From an optimization exercise on the open Yosys and OpenROAD flow, aimed at a short achievable clock period and few clock cycles; shortcuts taken in it are not production practice. The RTL was checked by simulation tests, not by an equivalence proof against the original design. The clock input has no modelled driver; a real chip could not lean on it and would need a root buffer or a full tree. Power is estimated from default activity; no workload was simulated.

Setup of maple:
// core_risc_v
module core_risc_v #(parameter DATA_WIDTH = 32, parameter ADDR_WIDTH = 32)(
	input clk_O,
	input rst,
	output [(ADDR_WIDTH-1):0] PC,
	input [31:0] Instr_out,
	input [(DATA_WIDTH-1):0] data_o_map,
	output MemWrite,
	output MemRead,
	output [(ADDR_WIDTH-1):0] Result,
	output [(DATA_WIDTH-1):0] rd2
);
Size: ~160 I/O pins, roughly 130000 um^2 of cells after synthesis.
clock: 25.0 ns
lec_check: 0
abc_clock_period_in_ps: 5000
cap_margin: 20
core_margin: 2
core_utilization: 60
cts_cluster_diameter: 80
cts_cluster_size: 30
place_density: 0.7
slew_margin: 20
synth_hierarchical: 1
standard.sh (not shown) runs the stock make flow with config.mk's settings and CLKGATE_MAP_FILE= SYNTH_SCRIPT=/design/flow/synth_recipe.tcl, a recipe that flattens the netlist after the stock synthesis.
==> flow/flow/run.sh <==
#!/bin/bash
# Layout flow: the standard ORFS flow (standard synthesis unchanged), with
#  - a larger repair_timing setup margin so that the optimiser keeps improving
#    paths that already meet the 25 ns constraint,
#  - unrestricted cell footprints for sizing and buf_4 port buffers,
#  - after global placement, each register that drives an output port moved
#    next to that port's buffer (legalised by the flow's detailed placement),
#  - the clock tree built by flow/clock_tree.tcl (balanced 3-level tree,
#    lower insertion delay than TritonCTS's H-tree) instead of ORFS's CTS;
#    global routing, detailed routing and finishing are ORFS's.
set -uo pipefail
VARS=(SETUP_SLACK_MARGIN=19 MATCH_CELL_FOOTPRINT=0 "BUFFER_PORTS_ARGS=-buffer_cell sky130_fd_sc_hd__buf_4")
RES=$PWD/orfs/results/sky130hd/core_risc_v/base
PLAT=$FLOW_HOME/platforms/sky130hd
bash standard.sh synth > synth.log 2>&1 || exit 1
bash standard.sh 3_3_place_gp "${VARS[@]}" > place_gp.log 2>&1 || exit 1
MOVE_IN=$RES/3_3_place_gp.odb MOVE_OUT=$RES/3_3_place_gp.odb \
  openroad -no_init -exit flow/move_out_ffs.tcl > move.log 2>&1 || exit 1
bash standard.sh place "${VARS[@]}" > place.log 2>&1 || exit 1
DONT_USE=$(sed -n '/^export DONT_USE_CELLS/,/^$/p' $PLAT/config.mk | grep -o 'sky130_fd_sc_hd__[a-z0-9_]*' | sort -u | tr '\n' ' ')
CTS_IN=$RES/3_place.odb CTS_SDC=$RES/3_place.sdc \
CTS_OUT=$RES/4_1_cts.odb CTS_SDC_OUT=$RES/4_cts.sdc \
LEAF_SIZE=17 MIDS=16 ROOTS=4 \
LEAF_CELL=sky130_fd_sc_hd__clkbuf_16 MID_CELL=sky130_fd_sc_hd__clkbuf_16 \
PLATFORM_DIR=$PLAT LIB=$PLAT/lib/sky130_fd_sc_hd__tt_025C_1v80.lib \
DONT_USE="$DONT_USE" SETUP_MARGIN=19 \
  openroad -no_init -exit flow/clock_tree.tcl > clock_tree.log 2>&1 || exit 1
bash standard.sh finish "${VARS[@]}" > layout.log 2>&1
Other scripts of this flow, unchanged in this note and not shown: flow/flow/clock_tree.tcl, flow/flow/move_out_ffs.tcl
maple: PASS, flow complete, no timing, DRC or antenna violations
Testbench counts of maple, summed over its fixed seeds: cycles 51,191.
#### Input delta (juniper over maple)
diff --git a/flow/design.v b/flow/design.v
--- a/flow/design.v
+++ b/flow/design.v
@@ -657,19 +657,18 @@
 reg        mr_m, we_m, isMul_m;
 reg [31:0] wbv;
 reg [4:0]  rd_w;
 reg        we_w;
 wire [31:0] res_m = ~res_mn;
 reg [31:0] pc_o, res_o;
 reg        mw_o, mr_o;
 reg [4:0]  rd_m;
 reg [31:0] rf [1:31];
-reg [31:1] rfv;
 reg              btb_v   [0:BTB_N-1];
 reg [BTB_TW-1:0] btb_tag [0:BTB_N-1];
 reg [BTB_LB-1:0] btb_tgt [0:BTB_N-1];
 reg              bu_en, bu_v;
 reg [BTB_TW-1:0] bu_tag;
 reg [BTB_PW-1:0] btb_ptr;               
 reg [BTB_LB-1:0] bu_tgt;
 assign PC       = pc_o;
 assign Result   = res_o;
@@ -729,20 +728,20 @@
 wire op_slt_d  = alu_d & (sel_d == 5'b00010);
 wire op_sltu_d = alu_d & (sel_d == 5'b00011);
 wire op_xor_d  = alu_d & (sel_d == 5'b00100);
 wire op_srl_d  = alu_d & ((sel_d == 5'b00101) | (sel_d == 5'b01101));
 wire op_or_d   = alu_d & (sel_d == 5'b00110);
 wire op_and_d  = alu_d & (sel_d == 5'b00111);
 wire isMul_d   = isR_d & (sel_d == 5'b10000);
 wire op_id_d   = isJAL_d | isJALR_d | isLUI_d | isAUIPC_d;
 wire [31:0] idres_d = isLUI_d ? immU_d : isAUIPC_d ? tgt_d : pc4_d;
-wire [31:0] rr1_d = rfv[rs1_d] ? rf[rs1_d] : (rs1_d == 5'd2) ? RESET_SP : 32'd0;
-wire [31:0] rr2_d = rfv[rs2_d] ? rf[rs2_d] : (rs2_d == 5'd2) ? RESET_SP : 32'd0;
+wire [31:0] rr1_d = rf[rs1_d];
+wire [31:0] rr2_d = rf[rs2_d];
 wire        bp1_d = we_m && (rd_m == rs1_d);
 wire        bp2_d = we_m && (rd_m == rs2_d);
 wire        bw1_d = we_w && (rd_w == rs1_d);
 wire        bw2_d = we_w && (rd_w == rs2_d);
 wire [31:0] op1_d = (rs1_d == 5'd0) ? 32'd0 : bp1_d ? mval : bw1_d ? wbv : rr1_d;
 wire [31:0] op2_d = (rs2_d == 5'd0) ? 32'd0 : bp2_d ? mval : bw2_d ? wbv : rr2_d;
 wire        f1_d  = we_e && v_e && (rd_e == rs1_d);
 wire        f2_d  = we_e && v_e && (rd_e == rs2_d);
 wire stall_d = v_d && v_e && we_e && (isL_e || isMul_e) &&
@@ -865,27 +864,26 @@
 	st_m  <= B2;
 	rd_m  <= rd_e;
 	mrows_m <= mrows_e;
 	wbv   <= mval;
 	rd_w  <= rd_m;
 	bu_tag <= btag_e;
 	bu_tgt <= rtgt_e[BTB_LB-1:0];
 	bu_v   <= ctl_e & (taken_e | isJALR_e | ~isB_e);
 end
+integer r;
 always @(posedge clk_O or posedge rst) begin
-	if (rst)
-		rfv <= 31'd0;
-	else if (we_w)
-		rfv[rd_w] <= 1'b1;
-end
-always @(posedge clk_O) begin
-	if (we_w)
+	if (rst) begin
+		for (r = 1; r < 32; r = r + 1)
+			rf[r] <= (r == 2) ? RESET_SP : 32'd0;
+	end else if (we_w) begin
 		rf[rd_w] <= wbv;
+	end
 end
 reg [BTB_N-1:0] u_way;
 integer j;
 always @* begin
 	for (j = 0; j < BTB_N; j = j + 1)
 		u_way[j] = btb_v[j] && (btb_tag[j] == bu_tag);
 end
 wire u_hit = |u_way;
 wire u_alloc = bu_en && !u_hit && bu_v;
[summary]
- For juniper, the biggest area consumer among cell classes was multi-input gates, unlike maple, where it was flip-flops and latches.
- Diff maple -> juniper: portion of the clock cycle consumed by the worst path in the final layout held steady; total length of routed wires grew by 110000 um; overall fraction of global-route tracks in use grew by 9.6 points; maximum frequency held steady; highest cell delay on the worst timing path grew by 0.02 ns.
- maple → juniper: portion of total power attributed to combinational logic decreased by 7.1 points relative to the old numbers; vertical die dimension closely matched the old numbers; net switching fraction of the power decreased by 1.2 points relative to the old numbers; global placer's final weighted congestion increased by 3.0% relative to the old numbers.
Testbench counts of juniper, summed over its fixed seeds: cycles 51,191.
No run of this note takes its clock network from TritonCTS; it comes from the design's own scripts or RTL.

---

the reference run:
core_risc_v, a different RTL version from the one above (not shown whole).
For scale: roughly 160 I/O pins, roughly 130000 um^2 of cells after synthesis.
==> flow/config.mk <==
export PLATFORM = sky130hd
export DESIGN_NAME = core_risc_v
export DESIGN_NICKNAME = core_risc_v
export VERILOG_FILES = /design/flow/design.v
export SDC_FILE = /design/flow/constraint.sdc
export NUM_CORES = 8
export LEC_CHECK = 0
export ABC_CLOCK_PERIOD_IN_PS = 5000
export CAP_MARGIN = 20
export CORE_MARGIN = 2
export CORE_UTILIZATION = 60
export CTS_CLUSTER_DIAMETER = 80
export CTS_CLUSTER_SIZE = 30
export PLACE_DENSITY = 0.7
export SLEW_MARGIN = 20
export SYNTH_HIERARCHICAL = 1
==> flow/constraint.sdc <==
create_clock -name core_clock -period 25.0 [get_ports {clk_O}]
set_input_delay 5.0000 -clock core_clock [delete_from_list [all_inputs] [get_ports {clk_O}]]
set_output_delay 5.0000 -clock core_clock [all_outputs]
set_load 0.01 [all_outputs]
==> flow/flow/run.sh <==
#!/bin/bash
# Layout flow: the standard ORFS flow (standard synthesis unchanged), with
#  - a larger repair_timing setup margin so that the optimiser keeps improving
#    paths that already meet the 25 ns constraint,
#  - unrestricted cell footprints for sizing and buf_4 port buffers,
#  - after global placement, each register that drives an output port moved
#    next to that port's buffer (legalised by the flow's detailed placement),
#  - the clock tree built by flow/clock_tree.tcl (balanced 3-level tree of
#    clock inverters, inverters and buffers: lower insertion delay than
#    TritonCTS's H-tree) instead of ORFS's CTS;
#    global routing, detailed routing and finishing are ORFS's.
set -uo pipefail
VARS=(SETUP_SLACK_MARGIN=19.4 MATCH_CELL_FOOTPRINT=0 "BUFFER_PORTS_ARGS=-buffer_cell sky130_fd_sc_hd__buf_4")
RES=$PWD/orfs/results/sky130hd/core_risc_v/base
PLAT=$FLOW_HOME/platforms/sky130hd
bash standard.sh synth > synth.log 2>&1 || exit 1
bash standard.sh 3_3_place_gp "${VARS[@]}" > place_gp.log 2>&1 || exit 1
MOVE_IN=$RES/3_3_place_gp.odb MOVE_OUT=$RES/3_3_place_gp.odb \
  openroad -no_init -exit flow/move_out_ffs.tcl > move.log 2>&1 || exit 1
bash standard.sh place "${VARS[@]}" > place.log 2>&1 || exit 1
DONT_USE=$(sed -n '/^export DONT_USE_CELLS/,/^$/p' $PLAT/config.mk | grep -o 'sky130_fd_sc_hd__[a-z0-9_]*' | sort -u | tr '\n' ' ')
CTS_IN=$RES/3_place.odb CTS_SDC=$RES/3_place.sdc \
CTS_OUT=$RES/4_1_cts.odb CTS_SDC_OUT=$RES/4_cts.sdc \
LEAF_SIZE=20 MIDS=12 ROOTS=4 \
ROOT_CELL=sky130_fd_sc_hd__clkinv_16 MID_CELLS=sky130_fd_sc_hd__clkinv_16 \
LEAF_CELL=sky130_fd_sc_hd__clkbuf_16 \
PLATFORM_DIR=$PLAT LIB=$PLAT/lib/sky130_fd_sc_hd__tt_025C_1v80.lib \
DONT_USE="$DONT_USE" SETUP_MARGIN=19.4 \
  openroad -no_init -exit flow/clock_tree.tcl > clock_tree.log 2>&1 || exit 1
bash standard.sh finish "${VARS[@]}" > layout.log 2>&1
Other scripts of this flow, unchanged in this note and not shown: flow/flow/clock_tree.tcl, flow/flow/move_out_ffs.tcl
Testbench counts of the reference run, summed over its fixed seeds: cycles 51,191.
#### Input delta (the trial run over the reference run)
--- a/flow/design.v
+++ b/flow/design.v
@@ -630,17 +630,18 @@
 	output [(DATA_WIDTH-1):0] rd2
 );
 localparam [31:0] RESET_PC = 32'h0040_0000;
 localparam [31:0] RESET_SP = 32'h7FFF_EFFC;
 localparam BTB_N  = 16;                 
 localparam BTB_PW = 4;                  
 localparam BTB_TW = 14;                 
 localparam BTB_LB = 14;                 
-reg [31:0] pc_f;
+reg [31:0] pc_fn;                       
+wire [31:0] pc_f = ~pc_fn;
 reg        v_d;
 reg [31:0] ir_d, pc_d, pn_d;
 reg        hit_d;
 reg        v_e;
 reg [31:0] pc4_e, tgt_e, jchk_e, idres_e, op1_e, op2_e;
 reg [31:0] opb_e;                       
 reg        fb_e;                        
 reg [4:0]  rd_e;
@@ -656,29 +657,29 @@
 reg [BTB_TW-1:0] btag_e;
 reg [31:0] res_mn, st_m;                
 reg [127:0] mrows_m;                    
 reg        mr_m, we_m, isMul_m;
 reg [31:0] wbv;
 reg [4:0]  rd_w;
 reg        we_w;
 wire [31:0] res_m = ~res_mn;
-reg [31:0] pc_o, res_o;
+reg [31:0] pc_ox, res_o;
 reg        mw_o, mr_o;
 reg [4:0]  rd_m;
 reg [31:0] rf [1:31];
 reg [31:1] rfv;
 reg              btb_v   [0:BTB_N-1];
 reg [BTB_TW-1:0] btb_tag [0:BTB_N-1];
 reg [BTB_LB-1:0] btb_tgt [0:BTB_N-1];
 reg              bu_en, bu_v;
 reg [BTB_TW-1:0] bu_tag;
 reg [BTB_PW-1:0] btb_ptr;               
 reg [BTB_LB-1:0] bu_tgt;
-assign PC       = pc_o;
+assign PC       = pc_ox ^ RESET_PC;
 assign Result   = res_o;
 assign rd2      = st_m;
 assign MemWrite = mw_o;
 assign MemRead  = mr_o;
 wire [BTB_TW-1:0] f_tag = pc_f[2 +: BTB_TW];
 reg  [BTB_N-1:0]  f_way;
 reg  [BTB_LB-1:0] f_tgt;
 integer k;
@@ -788,26 +789,30 @@
 wire [31:0] rtgt_e = (taken_e | isJAL_e) ? tgt_e : isJALR_e ? sum : pc4_e;
 wire [31:0] MA = ~mf1_en ? res_mx : ~mop1_en;
 wire [31:0] MB = ~mf2_en ? res_mx : ~mop2_en;
 wire [127:0] mrows_e;
 mul_stage1 MUL1(.a(MA), .b(MB), .rows(mrows_e));
 wire [31:0] pc_nx = mis_e ? rtgt_e : stall_d ? pc_f : redir_d ? tgt_d : pn_f;
 always @(posedge clk_O or posedge rst) begin
 	if (rst) begin
-		pc_f    <= RESET_PC;
+		pc_fn   <= ~RESET_PC;
+		pc_ox   <= 32'd0;
+		mw_o    <= 1'b0;
 		v_d     <= 1'b0;
 		v_e     <= 1'b0;
 		mr_m    <= 1'b0;
 		we_m    <= 1'b0;
 		isMul_m <= 1'b0;
 		we_w    <= 1'b0;
 		bu_en   <= 1'b0;
 	end else begin
-		pc_f <= pc_nx;
+		pc_fn <= ~pc_nx;
+		pc_ox <= pc_nx ^ RESET_PC;
+		mw_o  <= v_e && isS_e;
 		if (mis_e)
 			v_d <= 1'b0;
 		else if (!stall_d)
 			v_d <= !redir_d;
 		v_e <= v_d && !mis_e && !stall_d;
 		mr_m    <= v_e && isL_e;
 		we_m    <= v_e && we_e;
 		isMul_m <= v_e && isMul_e;
@@ -858,20 +863,18 @@
 		op_srl_e  <= op_srl_d;
 		op_or_e   <= op_or_d;
 		op_and_e  <= op_and_d;
 		op_id_e   <= op_id_d;
 		ctl_e     <= isB_d | isJAL_d | isJALR_d;
 		btag_e    <= pc_d[2 +: BTB_TW];
 	end
 	res_mn <= ~alu_res;
-	pc_o  <= rst ? RESET_PC : pc_nx;
 	res_o  <= rst ? 32'd0 : alu_res;
 	res_mx <= alu_res;
-	mw_o  <= v_e && isS_e;
 	mr_o  <= v_e && isL_e;
 	st_m  <= B2;
 	rd_m  <= rd_e;
 	mrows_m <= mrows_e;
 	wbv   <= mval;
 	rd_w  <= rd_m;
 	bu_tag <= btag_e;
 	bu_tgt <= rtgt_e[BTB_LB-1:0];
==> run summary <==
- The trial run vs the reference run: number of nets in the layout down slightly
- From the reference run to the trial run the numbers moved as follows: net count after synthesis -about 1.7%, clock period minus worst slack +140 ps.
- Ratio of cells with drive above 1 in the final layout: the trial run vs the reference run up 0.15 points
- Going from the reference run to the trial run, leakage power of the design has increased, first-iteration DRC count decreased about 4.6%, chip height shrank by about 0.3%.
Testbench counts of the trial run, summed over its fixed seeds: cycles 51,191.
No run of this note takes its clock network from TritonCTS; it comes from the design's own scripts or RTL.

## afterwards: timing with drivers on the ports
Ports are ideal in the flow. The routed layouts listed here were re-timed in OpenROAD.
Step 1 assumes that a clkbuf_16 drives the clock port and a buf_2 every other input.
Step 2, shift: input delay + t, output delay - t, t = (earliest + latest rising clock arrival at the registers) / 2. This alone moves slack from input paths to output paths.
Slacks: no drivers / after step 1 / after step 2; pairs: no drivers / after step 1.
run	t, ns	slack for setup (ns)	latest minus earliest clock arrival (ns)	cell pins on the clock port's net
maple	0.799	18.915 / 18.722 / 18.520	0.110 / 0.110	4
juniper	0.828	18.904 / 18.698 / 18.344	0.101 / 0.101	4
the reference run	0.764	19.096 / 18.760 / 19.001	0.078 / 0.080	4
the trial run	0.764	18.958 / 18.625 / 18.969	0.080 / 0.079	4
After both steps every run listed still meets setup and hold. For juniper, which loses most, drivers alone change the setup slack by -0.206 ns; drivers and shift together by -0.560 ns. The worst setup slack also covers recovery checks on asynchronous resets.
